Background: an optimization exercise with open tools, aiming at small area and a short achievable clock period. Do not read the settings as production practice.
The RTL was checked by simulation tests, not by an equivalence proof against the original design.
Power figures rest on the tool's default switching activity, not on a simulated workload.

## matrix_convol
module matrix_convol #(parameter m=9, f=3) (clk, rst, a, b, stride, out, done);
Size: roughly 1,900 cells after synthesis, ~830 flip-flops, about 39 I/O pins, about 23,000 um2 of cells after synthesis.
==> flow/config.mk <==
export PLATFORM = sky130hd
export DESIGN_NAME = matrix_convol
export DESIGN_NICKNAME = matrix_convol
export VERILOG_FILES = /design/flow/design.v
export SDC_FILE = /design/flow/constraint.sdc
export NUM_CORES = 4
export LEC_CHECK = 0
export ABC_AREA = 1
export CAP_MARGIN = 20
export CORE_MARGIN = 2
export CORE_UTILIZATION = 40
export CTS_BUF_LIST = sky130_fd_sc_hd__clkbuf_8
export CTS_CLUSTER_DIAMETER = 60
export CTS_CLUSTER_SIZE = 20
export SLEW_MARGIN = 20
==> flow/constraint.sdc <==
create_clock -name core_clock -period 11.0 [get_ports {clk}]
set_input_delay 2.2000 -clock core_clock [delete_from_list [all_inputs] [get_ports {clk}]]
set_output_delay 2.2000 -clock core_clock [all_outputs]
set_load 0.01 [all_outputs]
standard.sh (not shown) runs the stock make flow with config.mk's settings and CLKGATE_MAP_FILE= SYNTH_SCRIPT=/design/flow/synth_recipe.tcl, a recipe that flattens the netlist after the stock synthesis.
==> flow/flow/run.sh <==
#!/bin/bash
# The standard layout (the standard.sh, every step unchanged), with the
# ports buffered by a plain buffer (buf_4) and a clock tree without dummy
# loads, with clkbuf_16 at its root and upper level and clkbuf_8 at its leaves.
set -euo pipefail
export BUFFER_PORTS_ARGS="-buffer_cell sky130_fd_sc_hd__buf_4"
export CTS_ARGS="-sink_clustering_enable -repair_clock_nets -sink_clustering_size 20 -sink_clustering_max_diameter 60 -buf_list sky130_fd_sc_hd__clkbuf_8 -root_buf sky130_fd_sc_hd__clkbuf_16 -dont_use_dummy_load"
bash standard.sh > standard.log 2>&1
The starting point finished with timing, DRC and antenna clean.
Change:
==> flow/flow/run.sh (replaced) <==
#!/bin/bash
# The standard layout (the standard.sh, every step unchanged), with the
# ports buffered by a plain buffer (buf_2) and a clock tree without dummy
# loads, with clkbuf_16 at its root and upper level and clkbuf_8 at its leaves.
set -euo pipefail
export BUFFER_PORTS_ARGS="-buffer_cell sky130_fd_sc_hd__buf_2"
export CTS_ARGS="-sink_clustering_enable -repair_clock_nets -sink_clustering_size 20 -sink_clustering_max_diameter 60 -buf_list sky130_fd_sc_hd__clkbuf_8 -root_buf sky130_fd_sc_hd__clkbuf_16 -dont_use_dummy_load"
bash standard.sh > standard.log 2>&1
ABC_AREA = not set   (was 1)
What happened: Final cell count came out lower by 9.0%. Global-route usage fell by 1.1 points. Register-to-register slack is worse by 100 ps.
Change:
==> flow/flow/run.sh (replaced) <==
#!/bin/bash
# The standard layout (the standard.sh, every step unchanged), with the
# ports buffered by a plain buffer (buf_4) and a clock tree without dummy
# loads, with clkbuf_16 at its root and upper level and clkbuf_8 at its leaves.
set -euo pipefail
export BUFFER_PORTS_ARGS="-buffer_cell sky130_fd_sc_hd__buf_4"
export CTS_ARGS="-sink_clustering_enable -repair_clock_nets -sink_clustering_size 20 -sink_clustering_max_diameter 60 -buf_list sky130_fd_sc_hd__clkbuf_8 -root_buf sky130_fd_sc_hd__clkbuf_16 -dont_use_dummy_load"
bash standard.sh > standard.log 2>&1
CORE_UTILIZATION = 60   (was 40)
Sequential cell count does not change.
Final area went down by 0.97%.
Combinational power hardly moves.
Power went down by about 0.56%.
Routed wire length went down by about 2.4%.
Change:
CORE_UTILIZATION = 40   (was 60)
Outcome: The new run finished with timing, DRC and antenna clean; hold slack got worse by 16 ps; power climbs slightly; sequential power barely changes; sequential cell count stays the same.
Change:
==> flow/flow/run.sh (replaced) <==
#!/bin/bash
# The standard layout (the standard.sh, every step unchanged), with the
# ports buffered by a plain buffer (buf_4) and a clock tree without dummy
# loads, with clkbuf_16 at its root and upper level and clkbuf_8 at its
# leaves; timing repair aims at a 3.05 ns period.
set -euo pipefail
export BUFFER_PORTS_ARGS="-buffer_cell sky130_fd_sc_hd__buf_4"
export CTS_ARGS="-sink_clustering_enable -repair_clock_nets -sink_clustering_size 20 -sink_clustering_max_diameter 60 -buf_list sky130_fd_sc_hd__clkbuf_8 -root_buf sky130_fd_sc_hd__clkbuf_16 -dont_use_dummy_load"
export SETUP_SLACK_MARGIN=7.95
bash standard.sh > standard.log 2>&1
The new run completed with no timing, DRC or antenna violations.
Cell count is higher by 0.41%.
Wire length barely changes.
Via count hardly moves.
Setup slack improves by 21 ps.
Clock-buffer cell count stays the same.

---

Another version of the RTL of matrix_convol (not shown whole).
Size in the first run: ~1500 cells after synthesis, about 830 flip-flops, ~39 I/O pins, about 23000 sq um of cells after synthesis.
Settings: LEC_CHECK=0, CAP_MARGIN=20, CORE_MARGIN=2, CORE_UTILIZATION=40, CTS_BUF_LIST=sky130_fd_sc_hd__clkbuf_8, CTS_CLUSTER_DIAMETER=60, CTS_CLUSTER_SIZE=20, SLEW_MARGIN=20; clock period 11.0 ns.
run.sh (not shown) runs the stock make flow with config.mk's settings and CLKGATE_MAP_FILE= SYNTH_SCRIPT=/design/flow/synth_recipe.tcl, a recipe that flattens the netlist after the stock synthesis.
Stock flow here: none of the scripts above is used.
Rerun with:
==> flow/flow/run.sh (new file) <==
#!/bin/bash
# The standard layout (the standard.sh, every step unchanged), with the
# ports buffered by a plain buffer (buf_4) instead of the default choice.
set -euo pipefail
export BUFFER_PORTS_ARGS="-buffer_cell sky130_fd_sc_hd__buf_4"
bash standard.sh > standard.log 2>&1
==> flow/standard.sh (new file) <==
#!/bin/bash
# synth_recipe.tcl (not shown) runs the flow's synth.tcl, then flattens the netlist and writes it again
# the make line also repeats each setting of config.mk as NAME=value (left out here)
make -C /OpenROAD-flow-scripts/flow DESIGN_CONFIG=/design/flow/config.mk WORK_HOME=/design/flow/orfs CLKGATE_MAP_FILE= SYNTH_SCRIPT=/design/flow/synth_recipe.tcl "${@:-finish}"
removed: flow/run.sh
Result: Setup slack improves by 0.29 ns. Final area went down slightly. Final cell count came out lower slightly. Synthesized area stays the same. Via count shrinks slightly. Worst hold slack gets worse by 0.0075 ns. Clock skew decreases by 0.0091 ns. Global-route usage goes down by 0.18 points. Register-to-register slack improves by 0.09 ns. Die area stays the same.

---

tundra:
Starting RTL as in the previous note.
Settings: LEC_CHECK=0, CAP_MARGIN=20, CORE_MARGIN=2, CORE_UTILIZATION=40, CTS_BUF_LIST=sky130_fd_sc_hd__clkbuf_8, CTS_CLUSTER_DIAMETER=60, CTS_CLUSTER_SIZE=20, SLEW_MARGIN=20; clock period 11.0 ns.
standard.sh (not shown) runs the stock make flow with config.mk's settings and CLKGATE_MAP_FILE= SYNTH_SCRIPT=/design/flow/synth_recipe.tcl, a recipe that flattens the netlist after the stock synthesis.
==> flow/flow/run.sh <==
#!/bin/bash
# The standard layout (the standard.sh, every step unchanged), with the
# ports buffered by a plain buffer (buf_4) and no dummy clock loads.
set -euo pipefail
export BUFFER_PORTS_ARGS="-buffer_cell sky130_fd_sc_hd__buf_4"
export CTS_ARGS="-sink_clustering_enable -repair_clock_nets -sink_clustering_size 20 -sink_clustering_max_diameter 60 -buf_list sky130_fd_sc_hd__clkbuf_8 -dont_use_dummy_load"
bash standard.sh > standard.log 2>&1
Relative to tundra, the following input files were edited for quartz:
--- a/flow/flow/run.sh
+++ b/flow/flow/run.sh
@@ -3 +3 @@
-# ports buffered by a plain buffer (buf_4) and no dummy clock loads.
+# ports buffered by a plain buffer (buf_4) no dummy clock loads, and timing repair aimed at a 3.1 ns period.
@@ -6,0 +7 @@
+export SETUP_SLACK_MARGIN=7.9
quartz vs. tundra: initial DRC count up 9, worst setup slack about even, fraction of area in registers has remained practically unchanged.
The wire length was comparable across quartz and tundra.

==> what the ideal ports hide <==
How much do the figures lean on ideal ports? The routed layouts below were timed once more, with nothing changed but the port constraints.
Step 1 assumes that a clkbuf_16 drives the clock port and a buf_2 every other input.
Step 2 adds t to the input delays and takes it off the output delays; t is the mean of the earliest and latest rising clock arrival at the registers after step 1. Input paths then give back, and output paths get back, about the clock's delay inside the block.
Slacks: ideal ports / drivers / drivers and shift; pairs: ideal ports / drivers.
run	t, ns	setup slack, ns	worst setup path at the end	slew at the worst register clock pin (ns)
the first run of note 1	0.591	7.777 / 7.721 / 8.084	register to register	0.12 / 0.12
the second run of note 1	0.588	7.758 / 7.702 / 7.984	register to register	0.12 / 0.12
the third run of note 1	0.594	7.730 / 7.674 / 7.954	register to register	0.12 / 0.12
the fourth run of note 1	0.597	7.784 / 7.724 / 8.055	register to register	0.12 / 0.12
the fifth run of note 1	0.597	7.805 / 7.745 / 8.056	register to register	0.12 / 0.12
the first run of note 2	0.722	7.244 / 7.193 / 7.731	input to register	0.12 / 0.12
the second run of note 2	0.727	7.535 / 7.481 / 7.993	register to register	0.12 / 0.12
tundra	0.699	7.619 / 7.567 / 7.990	register to register	0.11 / 0.11
quartz	0.701	7.620 / 7.568 / 7.999	register to register	0.11 / 0.11
After both steps every run listed still meets setup and hold.
